Source: an optimization exercise on an open RTL-to-GDS flow (aim: small area and a short achievable clock period). Production flows keep margins and buffers that such runs may drop.
Only simulation tests tie the RTL to the original design; equivalence was not proved.
No activity file was given, so power comes from the tool's default toggle rates.

Design rv32i_cpu, start of the top module:
module rv32i_cpu (
  input             clk,
  input             rst,
  output     [31:0] pc,
  input      [31:0] inst,
  output            MemWen,
  output     [31:0] MemAddr,
  output     [31:0] MemWdata,
  input      [31:0] MemRdata
);
clock: 19.5 ns
lec_check: 0
cap_margin: 20
core_margin: 2
core_utilization: 40
place_density: 0.6
slew_margin: 20
synth_hierarchical: 1
standard.sh (not shown) runs the stock make flow with config.mk's settings and CLKGATE_MAP_FILE= SYNTH_SCRIPT=/design/flow/synth_recipe.tcl, a recipe that flattens the netlist after the stock synthesis.
==> flow/flow/run.sh <==
#!/bin/bash
# Own layout flow: the standard flow (standard.sh) with these changes:
#  - the standard synthesis runs first, on its own and unchanged;
#  - ports are buffered with buf_2 instead of the default delay cell;
#  - clock tree synthesis uses clusters of up to 14 sinks and 60 um, clkbuf_4/8, no dummy loads;
#  - the timing repair steps aim for a setup slack margin, which sizes up the critical path.
# Each step's full output goes to its own log file in this folder; ORFS's logs are under orfs/logs.
set -euo pipefail
cd "$(dirname "$0")/.."
MARGIN=${MARGIN:-8.5}
bash standard.sh synth > flow_synth.log 2>&1
bash standard.sh \
  "BUFFER_PORTS_ARGS=-buffer_cell sky130_fd_sc_hd__buf_2" \
  "CTS_ARGS=-sink_clustering_enable -repair_clock_nets -dont_use_dummy_load -sink_clustering_size 14 -sink_clustering_max_diameter 60 -buf_list {sky130_fd_sc_hd__clkbuf_4 sky130_fd_sc_hd__clkbuf_8}" \
  "SETUP_SLACK_MARGIN=$MARGIN" \
  "TNS_END_PERCENT=5" \
  finish > flow_finish.log 2>&1
The baseline ran to the end with no violations.
Next try:
==> flow/flow/run.sh (replaced) <==
#!/bin/bash
# Own layout flow: the standard flow (standard.sh) with these changes:
#  - the standard synthesis runs first, on its own and unchanged;
#  - ports are buffered with buf_1 instead of the default delay cell;
#  - clock tree synthesis uses clusters of up to 16 sinks and 70 um, clkbuf_4/8, no dummy loads;
#  - the timing repair steps aim for a setup slack margin, which sizes up the critical path.
# Each step's full output goes to its own log file in this folder; ORFS's logs are under orfs/logs.
set -euo pipefail
cd "$(dirname "$0")/.."
MARGIN=${MARGIN:-9}
bash standard.sh synth > flow_synth.log 2>&1
bash standard.sh \
  "BUFFER_PORTS_ARGS=-buffer_cell sky130_fd_sc_hd__buf_1" \
  "CTS_ARGS=-sink_clustering_enable -repair_clock_nets -dont_use_dummy_load -sink_clustering_size 16 -sink_clustering_max_diameter 70 -buf_list {sky130_fd_sc_hd__clkbuf_4 sky130_fd_sc_hd__clkbuf_8}" \
  "SETUP_SLACK_MARGIN=$MARGIN" \
  "TNS_END_PERCENT=5" \
  finish > flow_finish.log 2>&1
--- a/flow/config.mk
+++ b/flow/config.mk
@@ -9,4 +9,4 @@
 export CORE_MARGIN = 2
-export CORE_UTILIZATION = 40
-export PLACE_DENSITY = 0.6
+export CORE_UTILIZATION = 62
+export PLACE_DENSITY = 0.72
 export SLEW_MARGIN = 20
Effect:
- The changed run finished clean
- power shrinks by 1.7%
- sequential power barely changes
- via count came out higher by 2.2%
- critical path depth drops by 7
- wire length falls by 6.5%
- worst hold slack barely changes
- final cell count falls by 8.6%
- register-to-register slack is better by 0.17 ns
- core utilization came out higher by 24 points
- setup slack got worse by 0.12 ns
Next try:
==> flow/flow/run.sh (replaced) <==
#!/bin/bash
# Own layout flow: the standard flow (standard.sh) with these changes:
#  - the standard synthesis runs first, on its own and unchanged;
#  - ports are buffered with buf_2 instead of the default delay cell;
#  - clock tree synthesis uses clusters of up to 14 sinks and 60 um, clkbuf_4/8, no dummy loads;
#  - the timing repair steps aim for a setup slack margin, which sizes up the critical path.
# Each step's full output goes to its own log file in this folder; ORFS's logs are under orfs/logs.
set -euo pipefail
cd "$(dirname "$0")/.."
MARGIN=${MARGIN:-9}
bash standard.sh synth > flow_synth.log 2>&1
bash standard.sh \
  "BUFFER_PORTS_ARGS=-buffer_cell sky130_fd_sc_hd__buf_2" \
  "CTS_ARGS=-sink_clustering_enable -repair_clock_nets -dont_use_dummy_load -sink_clustering_size 14 -sink_clustering_max_diameter 60 -buf_list {sky130_fd_sc_hd__clkbuf_4 sky130_fd_sc_hd__clkbuf_8}" \
  "SETUP_SLACK_MARGIN=$MARGIN" \
  "TNS_END_PERCENT=1" \
  finish > flow_finish.log 2>&1
--- a/flow/config.mk
+++ b/flow/config.mk
@@ -9,4 +9,4 @@
 export CORE_MARGIN = 2
-export CORE_UTILIZATION = 62
-export PLACE_DENSITY = 0.72
+export CORE_UTILIZATION = 55
+export PLACE_DENSITY = 0.68
 export SLEW_MARGIN = 20
The new run produced a clean layout. Design area grows by 0.65%. Die area climbs by 13%. Sequential power is about the same.
Next try:
--- a/flow/flow/run.sh
+++ b/flow/flow/run.sh
@@ -9,3 +9,3 @@
 cd "$(dirname "$0")/.."
-MARGIN=${MARGIN:-9}
+MARGIN=${MARGIN:-8}
 bash standard.sh synth > flow_synth.log 2>&1
@@ -15,3 +15,3 @@
   "SETUP_SLACK_MARGIN=$MARGIN" \
-  "TNS_END_PERCENT=1" \
+  "TNS_END_PERCENT=5" \
   finish > flow_finish.log 2>&1
- maximum frequency decreases by 0.74%
- synthesized area stays the same
- routed wire length is lower by 3.6%
- non-clock buffer count shrinks by 41
- clock power barely changes

---

job 5879:
rv32i_cpu again, from the RTL that the note above started with.
Settings: LEC_CHECK=0, CAP_MARGIN=20, CORE_MARGIN=2, CORE_UTILIZATION=62, PLACE_DENSITY=0.72, SLEW_MARGIN=20, SYNTH_HIERARCHICAL=1; clock period 19.5 ns.
==> flow/flow/run.sh <==
#!/bin/bash
# Own layout flow: the standard flow (standard.sh) with these changes:
#  - the standard synthesis runs first, on its own and unchanged;
#  - ports are buffered with buf_2 instead of the default delay cell;
#  - clock tree synthesis uses clusters of up to 14 sinks and 60 um, clkbuf_4/8, no dummy loads;
#  - the timing repair steps aim for a setup slack margin, which sizes up the critical path.
# Each step's full output goes to its own log file in this folder; ORFS's logs are under orfs/logs.
set -euo pipefail
cd "$(dirname "$0")/.."
MARGIN=${MARGIN:-8.5}
bash standard.sh synth > flow_synth.log 2>&1
bash standard.sh \
  "BUFFER_PORTS_ARGS=-buffer_cell sky130_fd_sc_hd__buf_2" \
  "CTS_ARGS=-sink_clustering_enable -repair_clock_nets -dont_use_dummy_load -sink_clustering_size 14 -sink_clustering_max_diameter 60 -buf_list {sky130_fd_sc_hd__clkbuf_4 sky130_fd_sc_hd__clkbuf_8}" \
  "SETUP_SLACK_MARGIN=$MARGIN" \
  "TNS_END_PERCENT=5" \
  finish > flow_finish.log 2>&1
diff inputs: job 5879 => job 7148
- PLACE_DENSITY now 0.68, was 0.72
- CORE_UTILIZATION now 55, was 62
diff --git a/flow/flow/run.sh b/flow/flow/run.sh
--- a/flow/flow/run.sh
+++ b/flow/flow/run.sh
@@ -10 +10 @@
-MARGIN=${MARGIN:-8.5}
+MARGIN=${MARGIN:-9}
### Flow results
Job 7148 gives more height of the die than job 5879 did.
Lower number of global-route vias before repair among job 5879 and job 7148: job 7148
Changes observed in job 7148 relative to job 5879: synthesis-to-finish area growth shows no meaningful change, total routing resource utilization after global routing shows a reduction of 4.2 points, power share of the sequential group shows an increase of 0.3 points, shortest period the worst path allows shows a reduction of 0.062 ns, routed wire length shows an increase of 4.6 mm.
Job 7148 ended up with MemWdata[25] as its critical path capture point; job 5879 ended up with MemWdata[29].
For job 1276, these inputs were changed with respect to job 7148:
- changing PLACE_DENSITY from 0.68 to 0.6
- changing CORE_UTILIZATION from 55 to 40
==> summary.txt <==
Job 1276 ends up with a leakage power that is 0.41 nW higher than in job 7148. Compare job 7148 and job 1276 | count of instances resized after the clock tree is built higher: job 1276. The post-route standard cell area excluding fillers reported for job 1276 is greater than that of job 7148 by 2.6%. Non-clock buffer area fraction after layout sits higher in job 1276 than in job 7148.
Setup changes, job 1276 to job 5182
- swapping 0.6 for 0.7 in PLACE_DENSITY
- swapping 40 for 58 in CORE_UTILIZATION
diff --git a/flow/flow/run.sh b/flow/flow/run.sh
--- a/flow/flow/run.sh
+++ b/flow/flow/run.sh
@@ -16 +16 @@
-  "TNS_END_PERCENT=5" \
+  "TNS_END_PERCENT=2" \
--- outcome ---
- Job 5182 vs job 1276, slowest library cell on the worst path: a222oi_1 vs nand3_1
- Lower wire length of the first global-routing pass was reported by job 5182, not job 1276.
- Taking job 1276 as the reference, in job 5182 placeable core region moved down; number of diodes added for antenna fixing moved up.
- In the tables for job 5182 and job 1276, count of non-CTS buffers in the layout reads higher with job 1276.
- Aggregate global-route resource usage for job 5182 is higher than for job 1276.
- Diff job 1276 -> job 5182 | total power | down slightly
- In job 5182 the global routing met2 resource utilization turned out 16 points higher than in job 1276.
- Share of the clock period used by the worst path after layout (lower): job 1276
- Delta (job 5182 minus job 1276): data arrival time of the worst path picked up an extra 0.05 ns, sequential share of power picked up an extra 0.9 points.

---

Another version of the RTL of rv32i_cpu (not shown whole).
For scale: ~1000 flip-flops, roughly 160 I/O pins, ~0.048 sq mm of cells after synthesis.
==> flow/config.mk <==
export PLATFORM = sky130hd
export DESIGN_NAME = rv32i_cpu
export DESIGN_NICKNAME = rv32i_cpu
export VERILOG_FILES = /design/flow/design.v
export SDC_FILE = /design/flow/constraint.sdc
export NUM_CORES = 8
export LEC_CHECK = 0
export CAP_MARGIN = 20
export CORE_MARGIN = 2
export CORE_UTILIZATION = 50
export PLACE_DENSITY = 0.65
export SLEW_MARGIN = 20
export SYNTH_HIERARCHICAL = 1
==> flow/constraint.sdc <==
create_clock -name core_clock -period 19.5 [get_ports {clk}]
set_input_delay 3.9000 -clock core_clock [delete_from_list [all_inputs] [get_ports {clk}]]
set_output_delay 3.9000 -clock core_clock [all_outputs]
set_load 0.01 [all_outputs]
==> flow/flow/run.sh <==
#!/bin/bash
# Own layout flow: the standard flow (standard.sh) with these changes:
#  - the standard synthesis runs first, on its own and unchanged;
#  - ports are buffered with buf_2 instead of the default delay cell;
#  - clock tree synthesis uses clusters of up to 14 sinks and 60 um, clkbuf_4/8, no dummy loads;
#  - the timing repair steps aim for a setup slack margin, which sizes up the critical path.
# Each step's full output goes to its own log file in this folder; ORFS's logs are under orfs/logs.
set -euo pipefail
cd "$(dirname "$0")/.."
MARGIN=${MARGIN:-9}
bash standard.sh synth > flow_synth.log 2>&1
bash standard.sh \
  "BUFFER_PORTS_ARGS=-buffer_cell sky130_fd_sc_hd__buf_2" \
  "CTS_ARGS=-sink_clustering_enable -repair_clock_nets -dont_use_dummy_load -sink_clustering_size 14 -sink_clustering_max_diameter 60 -buf_list {sky130_fd_sc_hd__clkbuf_4 sky130_fd_sc_hd__clkbuf_8}" \
  "SETUP_SLACK_MARGIN=$MARGIN" \
  "TNS_END_PERCENT=5" \
  finish > flow_finish.log 2>&1
Next try:
- CORE_UTILIZATION: 50 -> 40
- PLACE_DENSITY: 0.65 -> 0.6
=> The changed run finished with timing, DRC and antenna clean. Design area is about the same. Die area came out higher by 25%. Sequential share of layout area stays flat. Non-clock buffer count fell by 31. Synthesized area stays the same. Wire length fell by about 1.2%. Core utilization decreases by 12 points. Synthesized cell count stays the same. Setup slack gains 0.082 ns. Via count shrinks by 2.3%. Total power falls by 1.6%.

what the ideal ports hide:
Ports are ideal in the flow. The routed layouts listed here were re-timed in OpenROAD.
Step 1 (the two cells are an assumption about what drives the block):
set clk [get_ports {clk}]
set_driving_cell -lib_cell sky130_fd_sc_hd__clkbuf_16 $clk
set_driving_cell -lib_cell sky130_fd_sc_hd__buf_2 [delete_from_list [all_inputs] $clk]
Step 2, shift: input delay + t, output delay - t, t = (earliest + latest rising clock arrival at the registers) / 2. This alone moves slack from input paths to output paths.
Three values: no drivers, after step 1, after step 2; two values: the first two.
| run | t (ns) | setup slack, ns | hold WS [ns] | worst setup path after step 2 | latest minus earliest clock arrival (ns) |
|---|---|---|---|---|---|
| the first run of note 1 | 0.829 | 8.121 / 7.956 / 7.655 | 0.517 / 0.517 / 0.517 | input to register | 0.109 / 0.109 |
| the second run of note 1 | 0.794 | 8.000 / 7.977 / 7.595 | 0.518 / 0.518 / 0.518 | input to register | 0.135 / 0.136 |
| the third run of note 1 | 0.850 | 8.038 / 7.915 / 7.543 | 0.518 / 0.518 / 0.518 | input to register | 0.092 / 0.092 |
| the fourth run of note 1 | 0.841 | 7.952 / 7.887 / 7.282 | 0.518 / 0.518 / 0.518 | input to register | 0.089 / 0.089 |
| job 5879 | 0.804 | 7.996 / 7.968 / 7.437 | 0.514 / 0.514 / 0.514 | input to register | 0.125 / 0.125 |
| job 7148 | 0.850 | 8.058 / 7.942 / 7.618 | 0.518 / 0.518 / 0.518 | input to register | 0.085 / 0.085 |
| job 1276 | 0.829 | 8.186 / 8.021 / 7.711 | 0.518 / 0.518 / 0.518 | input to register | 0.113 / 0.112 |
| job 5182 | 0.812 | 8.141 / 8.073 / 7.534 | 0.516 / 0.516 / 0.516 | input to register | 0.081 / 0.081 |
| the first run of note 3 | 0.844 | 8.028 / 7.957 / 7.463 | 0.513 / 0.513 / 0.513 | input to register | 0.153 / 0.153 |
| the second run of note 3 | 0.852 | 8.111 / 8.018 / 7.736 | 0.515 / 0.515 / 0.515 | input to register | 0.117 / 0.116 |
After both steps every run listed still meets setup and hold. The setup slack of the fourth run of note 1, which loses most, moves by -0.065 ns with the drivers and by -0.670 ns with both steps.
